What follows belongs to an exercise in optimizing a design on an open flow for small area; a production flow would make more cautious choices.
In this exercise RTL edits were held to simulation tests only and were not proved equivalent to the original.
The flow treats the clock pin as an ideal source, which a real chip does not have.
Power and IR drop assume default switching activity.

[config.mk]
export PLATFORM = sky130hd
export DESIGN_NAME = top
export DESIGN_NICKNAME = top
export VERILOG_FILES = /design/flow/design.v
export SDC_FILE = /design/flow/constraint.sdc
export NUM_CORES = 4
export LEC_CHECK = 0
export ABC_AREA = 1
export CAP_MARGIN = 20
export CORE_MARGIN = 2
export CORE_UTILIZATION = 70
export SLEW_MARGIN = 20
[constraint.sdc]
create_clock -name core_clock -period 20.0 [get_ports {clk}]
set_input_delay 4.0000 -clock core_clock [delete_from_list [all_inputs] [get_ports {clk}]]
set_output_delay 4.0000 -clock core_clock [all_outputs]
set_load 0.01 [all_outputs]
[design.v]
module	top(
		o_seg_enb,
		o_seg_dp,
		o_seg,
		out_buzz,
		i_sw0,
		i_sw1,
		i_sw2,
		i_sw3,
		i_sw4,
		i_sw5,
		i_sw6,
		i_sw7,
		clk,
		rst_n);
output	[5:0]	o_seg_enb	;
output		o_seg_dp	;
output	[6:0]	o_seg		;
output		out_buzz	;
input		i_sw0		;
input		i_sw1		;
input		i_sw2		;
input		i_sw3		;
input		i_sw4		;
input		i_sw5		;
input		i_sw6		;
input		i_sw7		;
input		clk		;
input		rst_n		;
reg	[10:0]	tc		;
always @(posedge clk or negedge rst_n) begin
	if(rst_n == 1'b0)	tc <= 11'd0;
	else			tc <= tc + 1'b1;
end
wire		scan_tick	= (tc[3:0] == 4'd8);
wire		smp_tick	= (tc[4:0] == 5'd16);
wire		blink_tick	= (tc[6:0] == 7'd64);
wire		beat_tick	= (tc[10:0] == 11'd1024);
wire	[7:0]	sw_in	= {i_sw7, i_sw6, i_sw5, i_sw4, i_sw3, i_sw2, i_sw1, i_sw0};
reg	[7:0]	p1		;
always @(posedge clk or negedge rst_n) begin
	if(rst_n == 1'b0)	p1 <= 8'd0;
	else if(smp_tick)	p1 <= ~sw_in;
end
reg	[7:0]	p2		;
always @(posedge clk) begin
	if(smp_tick) p2 <= p1;
end
reg	[7:0]	rise		;
always @(posedge clk or negedge rst_n) begin
	if(rst_n == 1'b0)	rise <= 8'd0;
	else			rise <= {8{smp_tick}} & p1 & ~p2;
end
wire		nsw2	= p1[2] & ~p2[2];
reg	[2:0]	mode		;
reg	[1:0]	pos		;
reg		alarm_en, ss_mode, sw_start, sw_reset, sw_12h;
always @(posedge clk or negedge rst_n) begin
	if(rst_n == 1'b0) begin
		mode	<= 3'd0;
		pos	<= 2'd0;
		alarm_en<= 1'b0;
		ss_mode	<= 1'b0;
		sw_start<= 1'b0;
		sw_reset<= 1'b0;
		sw_12h	<= 1'b0;
	end else begin
		if(rise[0]) mode <= (mode >= 3'd5) ? 3'd0 : mode + 1'b1;
		if(rise[1]) pos  <= (pos  >= 2'd2) ? 2'd0 : pos + 1'b1;
		alarm_en <= alarm_en ^ rise[3];
		ss_mode	 <= ss_mode  ^ rise[4];
		sw_start <= sw_start ^ rise[5];
		sw_reset <= sw_reset ^ rise[6];
		sw_12h	 <= sw_12h   ^ rise[7];
	end
end
wire		m_setup	= (mode == 3'd1);
wire		m_alarm	= (mode == 3'd2);
wire		m_set1	= (mode == 3'd5);
wire		ps0	= (pos == 2'd0);
wire		ps1	= (pos == 2'd1);
wire		ps2	= (pos == 2'd2);
reg	[5:0]	sec, min, asec, amin, swsec, swmin;
reg	[4:0]	hr, ahr, date;
reg	[3:0]	month		;
reg	[6:0]	csec, year	;
reg		mh_sec, mh_min, mh_hr, mh_csec, mh_swsec;
wire		mh_date	= (date == 5'd1);
wire		mh_month= (month == 4'd1);
wire	[11:0]	lvl;
assign	lvl[0]	= m_setup ? (ps0 & nsw2) : tc[7];
assign	lvl[1]	= m_setup ? (ps1 & nsw2) : mh_sec;
assign	lvl[2]	= m_setup ? (ps2 & nsw2) : mh_min;
assign	lvl[3]	= m_setup ? 1'b0 : m_set1 ? (ps0 & nsw2) : mh_hr;
assign	lvl[4]	= m_setup ? 1'b0 : m_set1 ? (ps1 & nsw2) : mh_date;
assign	lvl[5]	= m_setup ? 1'b0 : m_set1 ? (ps2 & nsw2) : mh_month;
assign	lvl[6]	= m_alarm & ps0 & nsw2;
assign	lvl[7]	= m_alarm & ps1 & nsw2;
assign	lvl[8]	= m_alarm & ps2 & nsw2;
assign	lvl[9]	= sw_start & tc[4];
assign	lvl[10]	= sw_start & mh_csec;
assign	lvl[11]	= sw_start & mh_swsec;
reg	[11:0]	lvl_qn		;
always @(posedge clk) lvl_qn <= ~lvl;
wire	[11:0]	up	= lvl & lvl_qn;
reg	[4:0]	max_date	;
always @(*) begin
	case(month)
		4'd2 :			max_date = 5'd28;
		4'd4, 4'd6, 4'd9, 4'd11:max_date = 5'd30;
		default :		max_date = 5'd31;
	endcase
end
always @(posedge clk or negedge rst_n) begin
	if(rst_n == 1'b0) begin
		sec <= 6'd0;	mh_sec <= 1'b0;
		min <= 6'd0;	mh_min <= 1'b0;
		hr  <= 5'd0;	mh_hr  <= 1'b0;
		date <= 5'd10;
		month <= 4'd12;
		year <= 7'd19;
		asec <= 6'd0;
		amin <= 6'd0;
		ahr  <= 5'd0;
	end else begin
		if(up[0]) begin
			if(sec >= 6'd59) begin sec <= 6'd0; mh_sec <= 1'b1; end
			else begin sec <= sec + 1'b1; mh_sec <= 1'b0; end
		end
		if(up[1]) begin
			if(min >= 6'd59) begin min <= 6'd0; mh_min <= 1'b1; end
			else begin min <= min + 1'b1; mh_min <= 1'b0; end
		end
		if(up[2]) begin
			if(hr >= 5'd23) begin hr <= 5'd0; mh_hr <= 1'b1; end
			else begin hr <= hr + 1'b1; mh_hr <= 1'b0; end
		end
		if(up[3]) begin
			if(date >= max_date) date <= 5'd1;
			else date <= date + 1'b1;
		end
		if(up[4]) begin
			if(month >= 4'd11) month <= 4'd1;
			else month <= month + 1'b1;
		end
		if(up[5]) begin
			if(year >= 7'd99) year <= 7'd0;
			else year <= year + 1'b1;
		end
		if(up[6]) asec <= (asec >= 6'd59) ? 6'd0 : asec + 1'b1;
		if(up[7]) amin <= (amin >= 6'd59) ? 6'd0 : amin + 1'b1;
		if(up[8]) ahr  <= (ahr  >= 5'd23) ? 5'd0 : ahr + 1'b1;
	end
end
always @(posedge clk or negedge rst_n) begin
	if(rst_n == 1'b0) begin
		csec  <= 7'd0;	mh_csec  <= 1'b0;
		swsec <= 6'd0;	mh_swsec <= 1'b0;
		swmin <= 6'd0;
	end else if(sw_reset) begin
		csec  <= 7'd0;	mh_csec  <= 1'b0;
		swsec <= 6'd0;	mh_swsec <= 1'b0;
		swmin <= 6'd0;
	end else begin
		if(up[9]) begin
			if(csec >= 7'd99) begin csec <= 7'd0; mh_csec <= 1'b1; end
			else begin csec <= csec + 1'b1; mh_csec <= 1'b0; end
		end
		if(up[10]) begin
			if(swsec >= 6'd59) begin swsec <= 6'd0; mh_swsec <= 1'b1; end
			else begin swsec <= swsec + 1'b1; mh_swsec <= 1'b0; end
		end
		if(up[11]) swmin <= (swmin >= 6'd59) ? 6'd0 : swmin + 1'b1;
	end
end
wire	[4:0]	hr_half	= (hr == 5'd0) ? 5'd12 : (hr > 5'd12) ? hr - 5'd12 : hr;
reg		alarm, bday	;
always @(posedge clk or negedge rst_n) begin
	if(rst_n == 1'b0) begin
		alarm <= 1'b0;
		bday  <= 1'b0;
	end else begin
		alarm <= alarm_en & (alarm | ((sec == asec) & (min == amin) & (hr == ahr)));
		bday  <= (date == 5'd12) & (month == 4'd12) & (hr < 5'd13);
	end
end
reg	[1:0]	blk		;
always @(posedge clk or negedge rst_n) begin
	if(rst_n == 1'b0)	blk <= 2'd0;
	else if(blink_tick) begin
		if(m_setup | m_alarm | m_set1)
			blk <= (blk == pos + 2'd1) ? 2'd0 : pos + 2'd1;
		else
			blk <= 2'd0;
	end
end
reg	[2:0]	node		;
always @(posedge clk or negedge rst_n) begin
	if(rst_n == 1'b0)	node <= 3'd0;
	else if(scan_tick)	node <= (node >= 3'd5) ? 3'd0 : node + 1'b1;
end
reg	[5:0]	o_seg_enb	;
always @(*) begin
	case(node)
		3'd0:	o_seg_enb = 6'b111110;
		3'd1:	o_seg_enb = 6'b111101;
		3'd2:	o_seg_enb = 6'b111011;
		3'd3:	o_seg_enb = 6'b110111;
		3'd4:	o_seg_enb = 6'b101111;
		3'd5:	o_seg_enb = 6'b011111;
		default:o_seg_enb = 6'b111111;
	endcase
end
assign	o_seg_dp = 1'b0;
wire		flip	= ss_mode & (mode == 3'd0);
wire	[1:0]	fld	= flip ? (2'd2 - node[2:1]) : node[2:1];
wire		tens	= node[0] ^ flip;
reg	[6:0]	val		;
always @(*) begin
	case(mode)
		3'd0:	val = (fld == 2'd0) ? {1'b0, sec} : (fld == 2'd1) ? {1'b0, min} : {2'b0, (sw_12h ? hr_half : hr)};
		3'd2:	val = (fld == 2'd0) ? {1'b0, asec} : (fld == 2'd1) ? {1'b0, amin} : {2'b0, ahr};
		3'd3:	val = (fld == 2'd0) ? csec : (fld == 2'd1) ? {1'b0, swsec} : {1'b0, swmin};
		3'd4,
		3'd5:	val = (fld == 2'd0) ? {2'b0, date} : (fld == 2'd1) ? {3'b0, month} : year;
		default:val = (fld == 2'd0) ? {1'b0, sec} : (fld == 2'd1) ? {1'b0, min} : {2'b0, hr};
	endcase
end
wire	[3:0]	dig	= tens ? (val / 7'd10) : (val % 7'd10);
wire		lit	= flip | (blk != {1'b0, fld} + 2'd1);
reg	[6:0]	o_seg		;
always @(*) begin
	if(!lit) o_seg = 7'b000_0000;
	else if(flip) begin
		case(dig)
			4'd0 : o_seg = 7'b111_1110;
			4'd1 : o_seg = 7'b000_0110;
			4'd2 : o_seg = 7'b110_1101;
			4'd3 : o_seg = 7'b100_1111;
			4'd4 : o_seg = 7'b001_0111;
			4'd5 : o_seg = 7'b101_1011;
			4'd6 : o_seg = 7'b111_1011;
			4'd7 : o_seg = 7'b001_1110;
			4'd8 : o_seg = 7'b111_1111;
			4'd9 : o_seg = 7'b001_1111;
			default : o_seg = 7'b000_0000;
		endcase
	end else begin
		case(dig)
			4'd0 : o_seg = 7'b111_1110;
			4'd1 : o_seg = 7'b011_0000;
			4'd2 : o_seg = 7'b110_1101;
			4'd3 : o_seg = 7'b111_1001;
			4'd4 : o_seg = 7'b011_0011;
			4'd5 : o_seg = 7'b101_1011;
			4'd6 : o_seg = 7'b101_1111;
			4'd7 : o_seg = 7'b111_0000;
			4'd8 : o_seg = 7'b111_1111;
			4'd9 : o_seg = 7'b111_0011;
			default : o_seg = 7'b000_0000;
		endcase
	end
end
localparam	C4 = 191113/2400, D4 = 170262/2400, E4 = 151686/2400, F4 = 143173/2400;
localparam	G4 = 127553/2400, A4 = 113636/2400, B4 = 101238/2400;
localparam	C5 = 95556/2400, D5 = 85131/2400, E5 = 75843/2400, F5 = 71586/2400;
localparam	F51 = 67569/2400, G5 = 63776/2400, A5 = 56818/2400, B5 = 50619/2400;
localparam	[4:0]	L_G4 = G4/2-1, L_A4 = A4/2-1, L_B4 = B4/2-1, L_E4 = E4/2-1;
localparam	[4:0]	L_C5 = C5/2-1, L_D5 = D5/2-1, L_E5 = E5/2-1, L_F5 = F5/2-1;
localparam	[4:0]	L_F51 = F51/2-1, L_G5 = G5/2-1, L_A5 = A5/2-1, L_B5 = B5/2-1;
localparam	[5:0]	MEL_K	= 6'd30;
localparam	[4:0]	MEL0_K	= 5'd30;
reg	[5:0]	mel		;	 
reg	[4:0]	mel0		;	 
reg	[7:0]	hcnt		;
always @(posedge clk or negedge rst_n) begin
	if(rst_n == 1'b0)		hcnt <= 8'd0;
	else if(tc[1:0] == 2'd3)	hcnt <= (hcnt == 8'd204) ? 8'd0 : hcnt + 1'b1;
end
wire		hbd_tick = (tc[1:0] == 2'd2) & (hcnt == 8'd102);
always @(posedge clk or negedge rst_n) begin
	if(rst_n == 1'b0) begin
		mel  <= MEL_K;
		mel0 <= MEL0_K;
	end else begin
		if(beat_tick & alarm)
			mel <= (mel == MEL_K + 6'd48) ? MEL_K : mel + 1'b1;
		if(hbd_tick)
			mel0 <= (mel0 == MEL0_K - 5'd22) ? MEL0_K : mel0 - 1'b1;
	end
end
reg	[4:0]	lim		;
always @(*) begin
	case(mel)
		MEL_K + 6'd0:	lim = L_E4;
		MEL_K + 6'd1:	lim = L_A4;
		MEL_K + 6'd2:	lim = L_C5;
		MEL_K + 6'd3:	lim = L_E5;
		MEL_K + 6'd4:	lim = L_E5;
		MEL_K + 6'd5:	lim = L_E5;
		MEL_K + 6'd6:	lim = L_D5;
		MEL_K + 6'd7:	lim = L_C5;
		MEL_K + 6'd8:	lim = L_B4;
		MEL_K + 6'd9:	lim = L_C5;
		MEL_K + 6'd10:	lim = L_C5;
		MEL_K + 6'd11:	lim = L_C5;
		MEL_K + 6'd12:	lim = L_A4;
		MEL_K + 6'd13:	lim = L_C5;
		MEL_K + 6'd14:	lim = L_E5;
		MEL_K + 6'd15:	lim = L_A5;
		MEL_K + 6'd16:	lim = L_A5;
		MEL_K + 6'd17:	lim = L_A5;
		MEL_K + 6'd18:	lim = L_A5;
		MEL_K + 6'd19:	lim = L_G5;
		MEL_K + 6'd20:	lim = L_F5;
		MEL_K + 6'd21:	lim = L_G5;
		MEL_K + 6'd22:	lim = L_G5;
		MEL_K + 6'd23:	lim = L_G5;
		MEL_K + 6'd24:	lim = L_B4;
		MEL_K + 6'd25:	lim = L_E5;
		MEL_K + 6'd26:	lim = L_G5;
		MEL_K + 6'd27:	lim = L_B5;
		MEL_K + 6'd28:	lim = L_B5;
		MEL_K + 6'd29:	lim = L_A5;
		MEL_K + 6'd30:	lim = L_G5;
		MEL_K + 6'd31:	lim = L_F51;
		MEL_K + 6'd32:	lim = L_G5;
		MEL_K + 6'd33:	lim = L_A5;
		MEL_K + 6'd34:	lim = L_A5;
		MEL_K + 6'd35:	lim = L_G5;
		MEL_K + 6'd36:	lim = L_F51;
		MEL_K + 6'd37:	lim = L_F51;
		MEL_K + 6'd38:	lim = L_E5;
		MEL_K + 6'd39:	lim = L_D5;
		MEL_K + 6'd40:	lim = L_C5;
		MEL_K + 6'd41:	lim = L_D5;
		MEL_K + 6'd42:	lim = L_E5;
		MEL_K + 6'd43:	lim = L_D5;
		MEL_K + 6'd44:	lim = L_A4;
		MEL_K + 6'd45:	lim = L_B4;
		MEL_K + 6'd46:	lim = L_B4;
		MEL_K + 6'd47:	lim = L_B4;
		MEL_K + 6'd48:	lim = L_B4;
		default:	lim = 5'bx;
	endcase
end
reg	[4:0]	lim0		;
always @(*) begin
	case(mel0)
		MEL0_K - 5'd0:	lim0 = L_G4;
		MEL0_K - 5'd1:	lim0 = L_A4;
		MEL0_K - 5'd2:	lim0 = L_G4;
		MEL0_K - 5'd3:	lim0 = L_C5;
		MEL0_K - 5'd4:	lim0 = L_B4;
		MEL0_K - 5'd5:	lim0 = L_G4;
		MEL0_K - 5'd6:	lim0 = L_A4;
		MEL0_K - 5'd7:	lim0 = L_G4;
		MEL0_K - 5'd8:	lim0 = L_D5;
		MEL0_K - 5'd9:	lim0 = L_C5;
		MEL0_K - 5'd10:	lim0 = L_G4;
		MEL0_K - 5'd11:	lim0 = L_F5;
		MEL0_K - 5'd12:	lim0 = L_E5;
		MEL0_K - 5'd13:	lim0 = L_C5;
		MEL0_K - 5'd14:	lim0 = L_B4;
		MEL0_K - 5'd15:	lim0 = L_A4;
		MEL0_K - 5'd16:	lim0 = L_A4;
		MEL0_K - 5'd17:	lim0 = L_F5;
		MEL0_K - 5'd18:	lim0 = L_E5;
		MEL0_K - 5'd19:	lim0 = L_C5;
		MEL0_K - 5'd20:	lim0 = L_D5;
		MEL0_K - 5'd21:	lim0 = L_C5;
		MEL0_K - 5'd22:	lim0 = L_C5;
		default:	lim0 = 5'bx;
	endcase
end
reg	[4:0]	bcnt, bcnt0	;
reg		btog, btog0	;
always @(posedge clk or negedge rst_n) begin
	if(rst_n == 1'b0) begin
		bcnt  <= 5'd0;	btog  <= 1'b0;
		bcnt0 <= 5'd0;	btog0 <= 1'b0;
	end else begin
		if(bcnt >= lim) begin bcnt <= 5'd0; btog <= ~btog; end
		else bcnt <= bcnt + 1'b1;
		if(bcnt0 >= lim0) begin bcnt0 <= 5'd0; btog0 <= ~btog0; end
		else bcnt0 <= bcnt0 + 1'b1;
	end
end
reg		out_buzz	;
always @(posedge clk or negedge rst_n) begin
	if(rst_n == 1'b0)	out_buzz <= 1'b0;
	else			out_buzz <= bday ? btog0 : (btog & alarm);
end
endmodule
[flow/run.sh]
#!/bin/bash
# Own layout flow: the standard synthesis, then the combinational logic is
# re-mapped for area with ABC (registers untouched), then the standard
# layout steps, with small port buffers, a clock tree without dummy loads and
# clock buffers downsized where the flip-flop clock slew allows.
set -euo pipefail
here=$(pwd)
R=$here/orfs/results/${FLOW_PLATFORM}/top/base
LIB=$FLOW_HOME/platforms/${FLOW_PLATFORM}/lib/sky130_fd_sc_hd__tt_025C_1v80.lib
YOSYS=${YOSYS_EXE:-$(command -v yosys || echo /OpenROAD-flow-scripts/tools/install/yosys/bin/yosys)}
OPENROAD=${OPENROAD_EXE:-$(command -v openroad || echo /OpenROAD-flow-scripts/tools/install/OpenROAD/bin/openroad)}

# 1. standard synthesis, unchanged
bash standard.sh synth > std_synth.log 2>&1

# 2. area re-mapping of the combinational logic
cp $R/1_2_yosys.v $here/std_1_2_yosys.v
sed -e "s#LIBFILE#$LIB#g" -e "s#STD_NETLIST#$here/std_1_2_yosys.v#" -e "s#TOPNAME#$FLOW_TOP#" \
    -e "s#SCRIPTFILE#$here/flow/resynth.script#" -e "s#OUT_NETLIST#$here/resynth.v#" \
    flow/resynth.ys > resynth.ys
$YOSYS -s resynth.ys > resynth.log 2>&1
cp $here/resynth.v $R/1_2_yosys.v
touch $R/1_2_yosys.v

# 3. standard layout steps up to the clock tree
export BUFFER_PORTS_ARGS="-buffer_cell sky130_fd_sc_hd__buf_1"
export CTS_ARGS="-sink_clustering_enable -repair_clock_nets -buf_list sky130_fd_sc_hd__clkbuf_8 -dont_use_dummy_load"
bash standard.sh cts > std_cts.log 2>&1

# 4. smaller clock buffers where the clock slew allows
CTS_ODB=$R/4_cts.odb CTS_SDC=$R/4_cts.sdc CLK_SLEW_TARGET=0.100 \
  $OPENROAD -no_init -exit flow/clkbuf_downsize.tcl > clkbuf_downsize.log 2>&1
touch $R/4_cts.odb

# 5. the rest of the standard layout
bash standard.sh finish > std_finish.log 2>&1
[flow/clkbuf_downsize.tcl]
# Downsize clock-tree buffers after CTS while every flip-flop clock pin keeps an
# estimated slew under the target (ns); reads and rewrites the CTS result.
set plat $::env(FLOW_HOME)/platforms/$::env(FLOW_PLATFORM)
read_lef $plat/lef/sky130_fd_sc_hd.tlef
read_lef $plat/lef/sky130_fd_sc_hd_merged.lef
read_liberty $plat/lib/sky130_fd_sc_hd__tt_025C_1v80.lib
read_db $::env(CTS_ODB)
read_sdc $::env(CTS_SDC)
source $plat/setRC.tcl
set_propagated_clock [all_clocks]
estimate_parasitics -placement

proc worst_clk_slew {} {
  set worst 0
  foreach pin [get_pins -hierarchical */CLK] {
    set s [get_property $pin slew_max]
    if {$s > $worst} {set worst $s}
  }
  return $worst
}
proc downsize_clock_buffers {target smaller} {
  set changed 0
  foreach inst [get_cells *] {
    set m [get_property $inst ref_name]
    if {![string match "sky130_fd_sc_hd__clkbuf_*" $m]} continue
    if {$m == $smaller} continue
    replace_cell $inst $smaller
    estimate_parasitics -placement
    if {[worst_clk_slew] > $target} {
      replace_cell $inst $m
      estimate_parasitics -placement
    } else {
      incr changed
    }
  }
  return $changed
}
puts "worst clock slew before: [worst_clk_slew]"
puts "downsized to clkbuf_4: [downsize_clock_buffers $::env(CLK_SLEW_TARGET) sky130_fd_sc_hd__clkbuf_4]"
puts "downsized to clkbuf_2: [downsize_clock_buffers $::env(CLK_SLEW_TARGET) sky130_fd_sc_hd__clkbuf_2]"
puts "worst clock slew after: [worst_clk_slew]"
detailed_placement
check_placement
write_db $::env(CTS_ODB)
[flow/resynth.script]
strash
dc2
&get -n
&deepsyn -T 60
&put
dch -f
amap
topo
[flow/resynth.ys]
# Re-map the combinational logic of the standard synthesis for area.
# Registers (and tie cells) stay as they are: same instances, names and types.
read_liberty -ignore_miss_func LIBFILE
blackbox sky130_fd_sc_hd__df* sky130_fd_sc_hd__edf* sky130_fd_sc_hd__sdf* sky130_fd_sc_hd__dl* sky130_fd_sc_hd__conb_1
read_verilog STD_NETLIST
hierarchy -top TOPNAME
flatten
opt -purge
abc -script SCRIPTFILE -liberty LIBFILE -dont_use *lpflow* -dont_use *probe*
opt_clean -purge
hilomap -singleton -hicell sky130_fd_sc_hd__conb_1 HI -locell sky130_fd_sc_hd__conb_1 LO
opt_clean -purge
tee -o resynth_stat.txt stat -liberty LIBFILE
write_verilog -noattr -nohex -nodec OUT_NETLIST
[standard.sh]
#!/bin/bash
# synth_recipe.tcl (not shown) runs the flow's synth.tcl, then flattens the netlist and writes it again
# the make line also repeats each setting of config.mk as NAME=value (left out here)
make -C /OpenROAD-flow-scripts/flow DESIGN_CONFIG=/design/flow/config.mk WORK_HOME=/design/flow/orfs CLKGATE_MAP_FILE= SYNTH_SCRIPT=/design/flow/synth_recipe.tcl "${@:-finish}"
==> notes.md, run 1 <==
post-synth net total - 977
CTS Buf Count - 17
syn_area_per_cell - 8.48 um2
Starting Density - 71.8%
CP Class - flop to output port
Max-Slew Margin vs Limit - 41.0%
Final Core Density - 76.2%
Vias/cell - 6.45
H-tree Lvls - 4
RSZ-0062 raised after global routing - no
CP delay by family, top - simple AND/OR/NAND/NOR gates
DRT Pass-1 Iters - 6
Worst R2R Path Depth - 12
clock skew - 0.0376 ns
DR vias - 7432
Initial DRC Count - 1052
dpl hpwl - 15500 um
grt ovf - 0
Worst R2R Setup Slack - 16.73 ns
most frequent cells in the layout - 197 x nor2_1, 135 x clkinv_1, 134 x dfrtp_1
WP data required - 16.00 ns
Post-CTS Hold Fix Bufs - 0
postcts setup bufs - 0
Syn-to-layout area delta - 6.11%
largest net degree at the start of global routing - 95
Final Setup Violations - 0
Root Driver - clkbuf_8
final slew viol count - 0
crit path max fanout - 9
Total GRT Usage - 34.8%
clock tree buffer depth - 2
WL final - 20700 um
dpl cell area - 8490 um2
Pwr per Cell Area - 70.4 nW/um2
# clock sinks - 169
Die Y - 112 um
most frequent CP cell - clkinv_1
CP Buf/Inv Count - 6
crit path to - o_seg[4]
Critical Path Stages - 25
Crit path arrival time - 7.31 ns
ant diodes - 0
Worst path max stage delay - 0.55 ns
fraction of layout instances using a drive strength above 1 - 3.66%
first-pass GRT wire length - 34600 um
Avg WL per Cell - 17.9 um
Setup TNS Final - 0 ns
CP max stage cell - o22ai_1
DP Worst Slack - 9.64 ns
Syn Inst Count - 967
core area - 11400 um2
Synth Cell Area - 8200 um2
Final Hold Viols - 0
final worst path period share - 56.6%
worst skew pair latency - 0.62 ns
antenna viol nets, final - 0
Placer Congestion - 0.976
Critical Path Source - mode[0]$_DFFE_PN0P_
Layout Cell Area excl Fill - 8700 um2
crit start category - flop
r2r startpoint - mode[1]$_DFFE_PN0P_
PostCTS Resize Cnt - 0
Layout Nets - 1022
LEAKAGE - 3.38 nW
Reg clk slew, reported paths - 0.08 ns
final worst path period need - 11.31 ns
CTS tree - built
Worst Setup End Kind - output port
Hold Path Class - flop to flop
initial antenna violation count - 0
Die ar. - 12600 um2
vias in the first global route - 7043
terminus of the critical flop-to-flop path - asec[4]$_DFFE_PN0P_
max-cap check violation count - 0
status - no timing/DRC/antenna violations
Port-buffer cells - 23
Die Width - 112 um
total design power - 0.000612 W
Final Worst Setup Slack - 8.69 ns
Post-route DRC - 0
fmax - 88.4 MHz
commonest non-fill, non-tap cell in the layout - nor2_1
Yosys warnings - 1
Core Rows - 39
worst slew pin tran - 0.882 ns
IO Count - 25
Worst VDD drop - 0.0894 mV
state kept, by name, indices dropped and copies added (netlist names), 3 cells and up:
register,count
ahr,5
amin,6
asec,6
bcnt,5
bcnt0,5
csec,7
date,5
hcnt,8
hr,5
lvl_qn,12
mel,6
mel0,5
min,6
mode,3
month,4
node,3
p1,8
p2,8
rise,7
sec,6
swmin,6
swsec,6
tc,11
year,7
per-layer routing:
metal | GRT usage, % | part of all wire, % | up-vias
li1 | - | - | 3480
met1 | 48.1 | 42 | 3520
met2 | 55.3 | 47 | 367
met3 | 7.94 | 7.6 | 65
met4 | 12.0 | 3.3 | 0
met5 | 0 | 0 | -
through the flow:
| stage | hold WS, ns | std cells |
|---|---|---|
| floorplan | 0.377 | 967 |
| global placement | 0.381 | 1136 |
| detailed placement | 0.391 | 1136 |
| CTS | 0.410 | 1153 |
| global route | 0.423 | 1153 |
| finish | 0.406 | 1153 |
how the worst min path moves through the flow:
stage	start	end	slack, ns	depth (start not counted)
after floorplan	p2[7]$_DFFE_PN_	rise[7]$_DFF_PN0_	0.38	1
after global placement	p2[7]$_DFFE_PN_	rise[7]$_DFF_PN0_	0.38	1
after detailed placement	p2[7]$_DFFE_PN_	rise[7]$_DFF_PN0_	0.39	1
after CTS	p2[0]$_DFFE_PN_	rise[0]$_DFF_PN0_	0.41	1
after global routing	p2[1]$_DFFE_PN_	rise[1]$_DFF_PN0_	0.42	1
final	p2[0]$_DFFE_PN_	rise[0]$_DFF_PN0_	0.41	1
cell type report:
cell class,instances,area (um2)
clock buffers,17,203
inverters,135,507
fillers,803,2720
well taps,143,179
flip-flops and latches,169,4230
multi-input cells,663,3470
repair buffers,26,114
power breakdown:
group          leakage, nW  switching, W   total, W  internal [W]
Combinational         1.21     0.0000596  0.0000910     0.0000315
Sequential            2.06    0.00000552   0.000355      0.000349
Clock                0.109      0.000103   0.000167     0.0000639
==> run 2: changes to the inputs <==
--- a/flow/clkbuf_downsize.tcl
+++ b/flow/clkbuf_downsize.tcl
@@ -24,6 +24,9 @@
     set m [get_property $inst ref_name]
     if {![string match "sky130_fd_sc_hd__clkbuf_*" $m]} continue
     if {$m == $smaller} continue
+    # only buffers of the clock tree
+    set onet [[[ord::get_db_block] findInst [get_property $inst full_name]] findITerm X]
+    if {[[$onet getNet] getSigType] != "CLOCK"} continue
     replace_cell $inst $smaller
     estimate_parasitics -placement
     if {[worst_clk_slew] > $target} {
--- a/config.mk
+++ b/config.mk
@@ -8,5 +8,5 @@
 export ABC_AREA = 1
 export CAP_MARGIN = 20
 export CORE_MARGIN = 2
-export CORE_UTILIZATION = 70
+export CORE_UTILIZATION = 76
 export SLEW_MARGIN = 20
==> run 2 against run 1 <==
Still clean. Via count up 1.5%. First-iteration DRC count down 7.9%. Critical path depth shrank 2. Register-to-register slack worse by 0.47 ns. Largest cell class unchanged. Largest power group unchanged.
==> notes.md, run 2 <==
status - no timing/DRC/antenna violations
LEAKAGE - 3.46 nW
crit start category - flop
Critical Path Stages - 23
Cell Chain, Critical Path - nor2_1 -> nand3_1 -> o22ai_1 -> clkinv_1 -> nor2_1 -> clkinv_1 -> a31oi_1 -> nor3_1 -> nor3_1 -> nor2_1 -> nor3_1 -> a21oi_1 -> or3_1 -> a21oi_1 -> clkinv_1 -> o22a_1 -> o21ai_0 -> a21boi_0 -> nand2b_1 -> or2_0 -> o22ai_1 -> a21oi_1 -> buf_1
Hold Path Cell Cnt - 1
Placer Congestion - 1.06
worst slew pin tran - 0.868 ns
Worst Setup End Kind - output port
Placed Cells - 1154
Syn-to-layout area delta - 5.91%
H-tree Lvls - 4
Syn Inst Count - 986
core area - 10700 um2
DRT Pass-1 Iters - 6
commonest non-fill, non-tap cell in the layout - nor2_1
Vias/cell - 6.44
max reg flops - 12
CP Buf/Inv Count - 4
Avg WL per Cell - 18.1 um
Die Y - 108 um
Final Hold Viols - 0
Worst R2R Path Depth - 14
ant diodes - 0
Die ar. - 11700 um2
largest net degree at the start of global routing - 62
postcts setup bufs - 0
most frequent cells in the layout - 198 x nor2_1, 149 x clkinv_1, 134 x dfrtp_1
syn_area_per_cell - 8.35 um2
WL final - 21200 um
Starting Density - 77.0%
Max-Slew Margin vs Limit - 41.9%
final worst path period need - 10.89 ns
vias in the first global route - 7229
clock skew - 0.0300 ns
Port-buffer cells - 23
CTS tree - built
worst skew pair latency - 0.59 ns
Layout Nets - 1043
initial antenna violation count - 0
Post-CTS Hold Fix Bufs - 0
Root Driver - clkbuf_8
total design power - 0.000618 W
RSZ-0062 raised after global routing - no
Fill cells - 710
post-synth net total - 996
Worst VDD drop - 0.0839 mV
Fin Hold WS - 0.402 ns
grt ovf - 0
Yosys warnings - 1
Final Instance Count excl. Fillers - 1171
antenna viol nets, final - 0
first-pass GRT wire length - 34500 um
DR vias - 7541
crit path max fanout - 8
Die Width - 108 um
Worst path max stage delay - 0.52 ns
CP delay by family, top - simple AND/OR/NAND/NOR gates
Biggest register - lvl_qn
# clock sinks - 169
Reg clk slew, reported paths - 0.09 ns
fraction of layout instances using a drive strength above 1 - 3.69%
CTS Buf Count - 17
Core Rows - 38
Post-route DRC - 0
WP data required - 16.00 ns
final slew viol count - 0
final worst path period share - 54.5%
Total GRT Usage - 38.6%
Synth Cell Area - 8230 um2
Crit path arrival time - 6.89 ns
Hold Path Class - flop to flop
Initial DRC Count - 969
Final Setup Violations - 0
dpl hpwl - 15800 um
Pwr per Cell Area - 70.8 nW/um2
CP max stage cell - o22ai_1
PostCTS Resize Cnt - 0
clock tree buffer depth - 2
IO Count - 25
Setup TNS Final - 0 ns
biggest regs - lvl_qn x12, tc x11
max-cap check violation count - 0
fmax - 91.8 MHz
CP Class - flop to output port
[run 2: per-layer routing]
| layer | up-vias | GRT usage [%] | part of all wire (%) |
|---|---|---|---|
| met5 | - | 0 | 0 |
| met4 | 0 | 16.2 | 3.1 |
| met3 | 68 | 10.0 | 8.2 |
| met2 | 368 | 61.4 | 47 |
| met1 | 3572 | 50.9 | 42 |
| li1 | 3533 | - | - |
[run 2: cell type report]
type                            instances  area [um2]  share of cell area [%]
Sequential cell                       169        4230                    48.5
Multi-Input combinational cell        668        3450                    39.5
Inverter                              149         559                    6.41
Clock buffer                           17         184                    2.11
Tap cell                              140         175                    2.01
Timing Repair Buffer                   28         128                    1.46
[run 2: final timing paths]
kind,from,slack [ns],endpoint
worst max register to register,mode[1]$_DFFE_PN0P_,16.26,asec[5]$_DFFE_PN0P_
min in group asynchronous,rst_n,3.41,swsec[5]$_DFFE_PN0P_
worst min register to register,p2[1]$_DFFE_PN_,0.40,rise[1]$_DFF_PN0_
worst max-delay path,mode[1]$_DFFE_PN0P_,9.11,o_seg[4]
max in group asynchronous,rst_n,15.40,mode[2]$_DFFE_PN0P_
worst min-delay path,p2[1]$_DFFE_PN_,0.40,rise[1]$_DFF_PN0_
[run 2: worst reg2reg max path, delay by kind of cell (launching register included)]
kind / cells / cell delay (ns)
flops: 1 / 0.44
buf+inv: 4 / 0.85
simple gates: 8 / 2.08
compound gates: 2 / 0.30
[run 2: stage by stage]
stage	util (%)	cell area [um2]	setup slack (ns)
floorplan	-	8230	11.05
global placement	79.8	8540	10.33
detailed placement	79.8	8540	9.93
CTS	82.0	8770	9.43
global route	81.5	8720	8.61
finish	81.5	8720	9.11
[run 2: power by group]
group / leakage, nW / switching (W) / internal [W]
clock network: 0.102 / 0.000105 / 0.0000577
registers: 2.06 / 0.00000623 / 0.000349
logic: 1.30 / 0.0000648 / 0.0000349
total: 3.46 / 0.000176 / 0.000442

==> separate check: timing with driven ports <==
Ports are ideal in the flow. The routed layouts listed here were re-timed in OpenROAD. Step 1, drivers: a clkbuf_16 drives clk and a buf_2 each remaining input, both assumed. Step 2, shift: input delay + t, output delay - t, t = (earliest + latest rising clock arrival at the registers) / 2. This alone moves slack from input paths to output paths. Three values: no drivers, after step 1, after step 2; two values: the first two.
| run | shift t [ns] | setup slack, ns | worst setup path after step 2 | worst register clock-pin slew, ns |
|---|---|---|---|---|
| run 1 | 0.639 | 8.688 / 8.649 / 9.288 | register to output | 0.10 / 0.10 |
| run 2 | 0.613 | 9.108 / 9.071 / 9.684 | register to output | 0.10 / 0.10 |
After both steps every run listed still meets setup and hold.
